What follows belongs to an exercise in optimizing a design on an open flow for small area and a short achievable clock period; a production flow would make more cautious choices.
The clock input has no modelled driver; a real chip could not lean on it and would need a root buffer or a full tree.

==> v29 <==
==> flow/design.v (excerpt) <==
module multiplier(clk, INPUT_A, INPUT_B, RES);
  input clk;
  input [7:0] INPUT_A, INPUT_B;
  output reg [15:0] RES;
  reg [7:0] a_r, b_r;
  reg r2_p0;
  reg r2_p1;
  reg r2_p2;
  reg r2_p3;
  reg r2_p4;
  reg r2_cin;
  reg r2_g5;
  reg r2_q5;
  reg r2_g6;
  reg r2_q6;
  reg r2_g7;
  reg r2_q7;
  reg r2_g8;
  reg r2_q8;
  reg r2_g9;
  reg r2_q9;
  reg r2_g10;
  reg r2_q10;
  reg r2_g11;
  reg r2_q11;
  reg r2_g12;
  reg r2_q12;
  reg r2_g13;
  reg r2_q13;
  reg r2_g14;
  reg r2_q14;
  wire [15:0] prod;
  wire pp1;
  wire pp2;
  wire pp3;
  wire pp4;
  wire pp5;
  wire pp6;
  wire pp7;
  wire pp8;
  wire pp9;
  wire pp10;
  wire pp11;
  wire pp12;
  wire pp13;
  wire pp14;
  wire pp15;
  wire pp16;
  wire pp17;
  wire pp18;
  wire pp19;
  wire pp20;
  wire pp21;
  wire pp22;
  wire pp23;
  wire pp24;
  wire pp25;
  wire pp26;
  wire pp27;
  wire pp28;
  wire pp29;
  wire pp30;
  wire pp31;
  wire pp32;
  wire pp33;
  wire pp34;
  wire pp35;
  wire pp36;
  wire pp37;
  wire pp38;
  wire pp39;
  wire pp40;
  wire pp41;
  wire pp42;
  wire pp43;
  wire pp44;
  wire pp45;
  wire pp46;
  wire pp47;
  wire pp48;
  wire pp49;
  wire pp50;
  wire pp51;
  wire pp52;
  wire pp53;
  wire pp54;
  wire pp55;
  ...
==> flow/config.mk <==
export PLATFORM = sky130hd
export DESIGN_NAME = multiplier
export DESIGN_NICKNAME = multiplier
export VERILOG_FILES = /design/flow/design.v
export SDC_FILE = /design/flow/constraint.sdc
export NUM_CORES = 4
export LEC_CHECK = 0
export CAP_MARGIN = 20
export CORE_MARGIN = 2
export CORE_UTILIZATION = 40
export SLEW_MARGIN = 20
export SYNTH_HIERARCHICAL = 1
==> flow/constraint.sdc <==
create_clock -name core_clock -period 4.0 [get_ports {clk}]
set_input_delay 0.8000 -clock core_clock [delete_from_list [all_inputs] [get_ports {clk}]]
set_output_delay 0.8000 -clock core_clock [all_outputs]
set_load 0.01 [all_outputs]
standard.sh (not shown) runs the stock make flow with config.mk's settings and CLKGATE_MAP_FILE= SYNTH_SCRIPT=/design/flow/synth_recipe.tcl, a recipe that flattens the netlist after the stock synthesis.
==> flow/flow/run.sh <==
#!/bin/bash
# Own layout flow: the standard flow (standard.sh) with the standard synthesis
# unchanged, small port buffers, and (flow/skew.tcl, run after clock tree synthesis)
# a separate delayed clock branch for the internal pipeline register.
# Each step writes its full output to its own log file here.
set -euo pipefail
here=$(pwd)
extra=()
while IFS= read -r line; do
  [[ -z "$line" || "$line" == \#* ]] && continue
  extra+=("${line//@HERE@/$here}")
done < flow/extra.txt
bash standard.sh synth > "$here/synth.log" 2>&1
bash standard.sh "${extra[@]}" floorplan > "$here/floorplan.log" 2>&1
bash standard.sh "${extra[@]}" place > "$here/place.log" 2>&1
bash standard.sh "${extra[@]}" cts > "$here/cts.log" 2>&1
bash standard.sh "${extra[@]}" route > "$here/route.log" 2>&1
bash standard.sh "${extra[@]}" finish > "$here/finish.log" 2>&1
==> flow/flow/skew_body.tcl <==
# POST_CTS hook: give the internal pipeline register (cells matching SKEW_PATTERN)
# its own clock branch, a buffer chain from the clock port whose delay balances
# the register-to-register paths into and out of it. The registers that face
# the ports stay on the standard clock tree. Hold is repaired afterwards.
set pattern $::env(SKEW_PATTERN)
set block [ord::get_db_block]
set db [ord::get_db]
set_propagated_clock [all_clocks]

set flops {}
foreach inst [$block getInsts] {
  if {[string match $pattern [$inst getName]] && [$inst findITerm CLK] ne "NULL"} { lappend flops $inst }
}
puts "SKEW: [llength $flops] registers match $pattern"
set clk_net [[$block findBTerm $::env(SKEW_CLOCK_PORT)] getNet]

# centroid of the skewed registers
set sx 0; set sy 0
foreach f $flops { lassign [$f getLocation] x y; set sx [expr {$sx + $x}]; set sy [expr {$sy + $y}] }
set cx [expr {int($sx / [llength $flops])}]
set cy [expr {int($sy / [llength $flops])}]

# move the registers to a new net
set old_nets {}
set skew_net [odb::dbNet_create $block skew_clk_leaf]
$skew_net setSigType CLOCK
foreach f $flops {
  set it [$f findITerm CLK]
  set n [$it getNet]
  if {$n ne "NULL"} { lappend old_nets $n }
  $it disconnect
  $it connect $skew_net
}

set chain {}
set chain_nets {}
proc build_chain {cells} {
  global block db chain chain_nets clk_net skew_net cx cy
  foreach i $chain { odb::dbInst_destroy $i }
  foreach n $chain_nets { odb::dbNet_destroy $n }
  set chain {}; set chain_nets {}
  set prev $clk_net
  set k 0
  set ncell [llength $cells]
  foreach c $cells {
    incr k
    set inst [odb::dbInst_create $block [$db findMaster $c] skew_clk_buf_$k]
    $inst setLocation [expr {$cx + 2000 * $k}] $cy
    $inst setPlacementStatus PLACED
    [$inst findITerm A] connect $prev
    if {$k == $ncell} {
      set out $skew_net
    } else {
      set out [odb::dbNet_create $block skew_clk_n$k]
      $out setSigType CLOCK
      lappend chain_nets $out
    }
    [$inst findITerm X] connect $out
    lappend chain $inst
    set prev $out
  }
}

# remove clock tree buffers left without loads
proc prune_tree {} {
  global block
  set again 1
  while {$again} {
    set again 0
    foreach inst [$block getInsts] {
      set m [[$inst getMaster] getName]
      if {![string match *clkbuf* $m] && ![string match *clkinv* $m] && ![string match *bufinv* $m] && ![string match *inv_* $m]} { continue }
      if {![string match clk* [$inst getName]]} { continue }
      set out [$inst findITerm X]
      if {$out eq "NULL"} { set out [$inst findITerm Y] }
      if {$out eq "NULL"} { continue }
      set n [$out getNet]
      if {$n eq "NULL" || [llength [$n getITerms]] <= 1 && [llength [$n getBTerms]] == 0} {
        puts "SKEW: removing unloaded clock cell [$inst getName]"
        odb::dbInst_destroy $inst
        if {$n ne "NULL"} { odb::dbNet_destroy $n }
        set again 1
      }
    }
  }
}
# optionally replace the rest of the tree by one buffer from the port (small designs)
if {[info exists ::env(SKEW_MAIN_DRIVER)] && $::env(SKEW_MAIN_DRIVER) ne ""} {
  set main {}
  foreach inst [$block getInsts] {
    if {[lsearch -exact $flops $inst] >= 0} { continue }
    set it [$inst findITerm CLK]
    if {$it eq "NULL" || ![[$inst getMaster] isSequential]} { continue }
    lappend main $inst
  }
  set mx 0; set my 0
  foreach f $main { lassign [$f getLocation] x y; set mx [expr {$mx + $x}]; set my [expr {$my + $y}] }
  set mx [expr {int($mx / [llength $main])}]
  set my [expr {int($my / [llength $main])}]
  set main_net [odb::dbNet_create $block main_clk_leaf]
  $main_net setSigType CLOCK
  foreach f $main {
    set it [$f findITerm CLK]
    $it disconnect
    $it connect $main_net
  }
  set mb [odb::dbInst_create $block [$db findMaster $::env(SKEW_MAIN_DRIVER)] main_clk_buf]
  $mb setLocation $mx $my
  $mb setPlacementStatus PLACED
  [$mb findITerm A] connect $clk_net
  [$mb findITerm X] connect $main_net
  puts "SKEW: [llength $main] other registers on one $::env(SKEW_MAIN_DRIVER)"
}
prune_tree

set best ""
set best_ws -1e9
set drv $::env(SKEW_DRIVER)
foreach cand $::env(SKEW_CANDIDATES) {
  set cells [concat [split $cand +] $drv]
  if {$cand eq "none"} { set cells $drv }
  build_chain $cells
  estimate_parasitics -placement
  set ws [worst_slack -max]
  puts "SKEW: chain $cells worst setup slack $ws"
  if {$ws > $best_ws + 0.005} { set best_ws $ws; set best $cells }
}
puts "SKEW: chosen chain $best ($best_ws)"
build_chain $best
detailed_placement
estimate_parasitics -placement
puts "SKEW: after placement: setup [worst_slack -max] hold [worst_slack -min]"
repair_timing -hold -hold_margin $::env(SKEW_HOLD_MARGIN) -verbose
detailed_placement
check_placement -verbose
estimate_parasitics -placement
puts "SKEW: final: setup [worst_slack -max] hold [worst_slack -min]"
Other scripts of this flow, unchanged in this note and not shown: flow/flow/extra.txt, flow/flow/skew.tcl
==> v37 (differences from v29) <==
--- a/flow/design.v
+++ b/flow/design.v
@@ -4,20 +4,14 @@
 endmodule
 module or2m(input a, input b, output y);
   assign y = a | b;
 endmodule
 module nor2m(input a, input b, output y);
   assign y = ~(a | b);
 endmodule
-module gcell(input gh, input ph, input gl, output g);
-  assign g = gh | (ph & gl);
-endmodule
-module pcell(input ph, input pl, output p);
-  assign p = ph & pl;
-endmodule
 module multiplier(clk, INPUT_A, INPUT_B, RES);
   input clk;
   input [7:0] INPUT_A, INPUT_B;
   output reg [15:0] RES;
   reg [7:0] a_r, b_r;
   reg r2_p0;
   reg r2_p1;
@@ -220,32 +214,47 @@
   wire p172;
   wire g173;
   wire p174;
   wire g175;
   wire p176;
   wire g177;
   wire G1_178;
+  wire P1_179;
   wire G1_180;
   wire P1_181;
   wire G1_182;
   wire P1_183;
   wire G1_184;
   wire P1_185;
   wire G1_186;
   wire P1_187;
   wire G2_188;
+  wire P2_189;
   wire G2_190;
   wire P2_191;
-  wire G3_192;
-  wire G7_194;
-  wire G7_196;
-  wire G8_198;
-  wire G8_200;
-  wire G8_202;
-  wire G8_204;
+  wire G2_192;
+  wire P2_193;
+  wire G2_194;
+  wire P2_195;
+  wire G2_196;
+  wire P2_197;
+  wire G3_198;
+  wire P3_199;
+  wire G3_200;
+  wire P3_201;
+  wire G3_202;
+  wire P3_203;
+  wire G3_204;
+  wire P3_205;
+  wire G4_206;
+  wire P4_207;
+  wire G4_208;
+  wire P4_209;
+  wire G4_210;
+  wire P4_211;
   always @(posedge clk) begin
     a_r <= INPUT_A;
     b_r <= INPUT_B;
     r2_p0 <= ~pp1;
     r2_p1 <= s149;
     r2_p2 <= s151;
     r2_p3 <= s153;
@@ -416,38 +425,53 @@
   assign p176 = pp64 ^ c148;
   assign prod[0] = r2_p0;
   assign prod[1] = r2_p1;
   assign prod[2] = r2_p2;
   assign prod[3] = r2_p3;
   assign prod[4] = r2_p4;
   assign g177 = r2_g5 | (r2_q5 & r2_cin);
-  gcell u_G1_178 (.gh(r2_g6), .ph(r2_q6), .gl(g177), .g(G1_178));
-  gcell u_G1_180 (.gh(r2_g8), .ph(r2_q8), .gl(r2_g7), .g(G1_180));
-  pcell u_P1_181 (.ph(r2_q8), .pl(r2_q7), .p(P1_181));
-  gcell u_G1_182 (.gh(r2_g10), .ph(r2_q10), .gl(r2_g9), .g(G1_182));
-  pcell u_P1_183 (.ph(r2_q10), .pl(r2_q9), .p(P1_183));
-  gcell u_G1_184 (.gh(r2_g12), .ph(r2_q12), .gl(r2_g11), .g(G1_184));
-  pcell u_P1_185 (.ph(r2_q12), .pl(r2_q11), .p(P1_185));
-  gcell u_G1_186 (.gh(r2_g14), .ph(r2_q14), .gl(r2_g13), .g(G1_186));
-  pcell u_P1_187 (.ph(r2_q14), .pl(r2_q13), .p(P1_187));
-  gcell u_G2_188 (.gh(G1_180), .ph(P1_181), .gl(G1_178), .g(G2_188));
-  gcell u_G2_190 (.gh(G1_184), .ph(P1_185), .gl(G1_182), .g(G2_190));
-  pcell u_P2_191 (.ph(P1_185), .pl(P1_183), .p(P2_191));
-  gcell u_G3_192 (.gh(G2_190), .ph(P2_191), .gl(G2_188), .g(G3_192));
-  gcell u_G7_194 (.gh(G1_182), .ph(P1_183), .gl(G2_188), .g(G7_194));
-  gcell u_G7_196 (.gh(G1_186), .ph(P1_187), .gl(G3_192), .g(G7_196));
-  gcell u_G8_198 (.gh(r2_g7), .ph(r2_q7), .gl(G1_178), .g(G8_198));
-  gcell u_G8_200 (.gh(r2_g9), .ph(r2_q9), .gl(G2_188), .g(G8_200));
-  gcell u_G8_202 (.gh(r2_g11), .ph(r2_q11), .gl(G7_194), .g(G8_202));
-  gcell u_G8_204 (.gh(r2_g13), .ph(r2_q13), .gl(G3_192), .g(G8_204));
+  assign G1_178 = r2_g6 | (r2_q6 & g177);
+  assign P1_179 = r2_q6 & r2_q5;
+  assign G1_180 = r2_g8 | (r2_q8 & r2_g7);
+  assign P1_181 = r2_q8 & r2_q7;
+  assign G1_182 = r2_g10 | (r2_q10 & r2_g9);
+  assign P1_183 = r2_q10 & r2_q9;
+  assign G1_184 = r2_g12 | (r2_q12 & r2_g11);
+  assign P1_185 = r2_q12 & r2_q11;
+  assign G1_186 = r2_g14 | (r2_q14 & r2_g13);
+  assign P1_187 = r2_q14 & r2_q13;
+  assign G2_188 = r2_g7 | (r2_q7 & G1_178);
+  assign P2_189 = r2_q7 & P1_179;
+  assign G2_190 = G1_180 | (P1_181 & G1_178);
+  assign P2_191 = P1_181 & P1_179;
+  assign G2_192 = r2_g11 | (r2_q11 & G1_182);
+  assign P2_193 = r2_q11 & P1_183;
+  assign G2_194 = G1_184 | (P1_185 & G1_182);
+  assign P2_195 = P1_185 & P1_183;
+  assign G2_196 = 1'b0 | (1'b0 & G1_186);
+  assign P2_197 = 1'b0 & P1_187;
+  assign G3_198 = r2_g9 | (r2_q9 & G2_190);
+  assign P3_199 = r2_q9 & P2_191;
+  assign G3_200 = G1_182 | (P1_183 & G2_190);
+  assign P3_201 = P1_183 & P2_191;
+  assign G3_202 = G2_192 | (P2_193 & G2_190);
+  assign P3_203 = P2_193 & P2_191;
+  assign G3_204 = G2_194 | (P2_195 & G2_190);
+  assign P3_205 = P2_195 & P2_191;
+  assign G4_206 = r2_g13 | (r2_q13 & G3_204);
+  assign P4_207 = r2_q13 & P3_205;
+  assign G4_208 = G1_186 | (P1_187 & G3_204);
+  assign P4_209 = P1_187 & P3_205;
+  assign G4_210 = G2_196 | (P2_197 & G3_204);
+  assign P4_211 = P2_197 & P3_205;
   assign prod[5] = r2_q5 ^ r2_cin;
   assign prod[6] = r2_q6 ^ g177;
   assign prod[7] = r2_q7 ^ G1_178;
-  assign prod[8] = r2_q8 ^ G8_198;
-  assign prod[9] = r2_q9 ^ G2_188;
-  assign prod[10] = r2_q10 ^ G8_200;
-  assign prod[11] = r2_q11 ^ G7_194;
-  assign prod[12] = r2_q12 ^ G8_202;
-  assign prod[13] = r2_q13 ^ G3_192;
-  assign prod[14] = r2_q14 ^ G8_204;
-  assign prod[15] = 1'b0 ^ G7_196;
+  assign prod[8] = r2_q8 ^ G2_188;
+  assign prod[9] = r2_q9 ^ G2_190;
+  assign prod[10] = r2_q10 ^ G3_198;
+  assign prod[11] = r2_q11 ^ G3_200;
+  assign prod[12] = r2_q12 ^ G3_202;
+  assign prod[13] = r2_q13 ^ G3_204;
+  assign prod[14] = r2_q14 ^ G4_206;
+  assign prod[15] = 1'b0 ^ G4_208;
 endmodule
--- a/flow/flow/skew_body.tcl
+++ b/flow/flow/skew_body.tcl
@@ -105,15 +105,15 @@
     $it connect $main_net
   }
   set mb [odb::dbInst_create $block [$db findMaster $::env(SKEW_MAIN_DRIVER)] main_clk_buf]
   $mb setLocation $mx $my
   $mb setPlacementStatus PLACED
   [$mb findITerm A] connect $clk_net
   [$mb findITerm X] connect $main_net
-  puts "SKEW: [llength $main] other registers on one $::env(SKEW_MAIN_DRIVER)"
+  puts "SKEW: [llength $main] other registers on one [$::env(SKEW_MAIN_DRIVER)]"
 }
 prune_tree
 
 set best ""
 set best_ws -1e9
 set drv $::env(SKEW_DRIVER)
 foreach cand $::env(SKEW_CANDIDATES) {
==> notes.md <==
Outcome: v37 stopped before the end; v29 finished clean
Failing step: v37 4_1_cts; v29 -
DIE HEIGHT: v37 86.7 um; v29 86.7 um
Die extent in x: v37 86.7 um; v29 86.7 um
Gate count of the mapped netlist: v37 249; v29 241
Most numerous cell in the Yosys netlist: v37 sky130_fd_sc_hd__nand2_1; v29 sky130_fd_sc_hd__dfxtp_1
Cells after DPL: v37 350; v29 342
Synthesized-area fraction occupied by xor and xnor cells: v37 0.0672; v29 0.0833
Post-Synth Adder-Cell Area: v37 0.305; v29 0.287
Placer's final routability congestion estimate: v37 0.846; v29 0.871
Synthesized area per cell: v37 11.0 um^2; v29 11.3 um^2
Seq/Total Area, Yosys: v37 0.424; v29 0.425
Fraction of the mapped netlist area in compound gates: v37 0.0247; v29 0.0384
Sum of net half-perimeters after detailed placement: v37 3.35 mm; v29 3.26 mm
Share of the synthesized area in the top cell type: v37 0.424; v29 0.425
Initial Util: v37 0.407; v29 0.407
Post-synthesis mux area share: v37 0.00366; v29 0
Summed instance area of the synthesized netlist: v37 2740 um^2; v29 2730 um^2
Simple-gate area share of the yosys netlist: v37 0.145; v29 0.140
Post-synthesis cell type count: v37 23; v29 16
Placed Area: v37 2900 um^2; v29 2900 um^2
Pre-CTS setup slack: v37 1.26 ns; v29 1.19 ns
Post-synthesis net count: v37 310; v29 298
No functional check of the RTL was part of any run of this note. The clock cells of v29 come from the design's own scripts or RTL, not from TritonCTS.

-- port drivers added, routing unchanged --
How much do the figures lean on ideal ports? The routed layout below was timed once more, with nothing changed but the port constraints.
Step 1, drivers: a clkbuf_16 drives clk and a buf_2 each remaining input, both assumed.
Step 2, shift: input delay + t, output delay - t, t = (earliest + latest rising clock arrival at the registers) / 2. This alone moves slack from input paths to output paths.
Three values: no drivers, after step 1, after step 2; two values: the first two.
run: v29
shift t [ns]: 0.477
setup slack, ns: 1.627 / 1.627 / 1.627
hold slack, ns: 0.102 / 0.102 / 0.102
latest minus earliest clock arrival (ns): 0.527 / 0.526
worst slew at a driven data input, ns: 0.03
Clock arrivals are far apart in v29, so t is only a midpoint there and step 2 fits no single register. The setup slack of v29 moves by 0.000 ns with the drivers and by 0.000 ns with both steps.
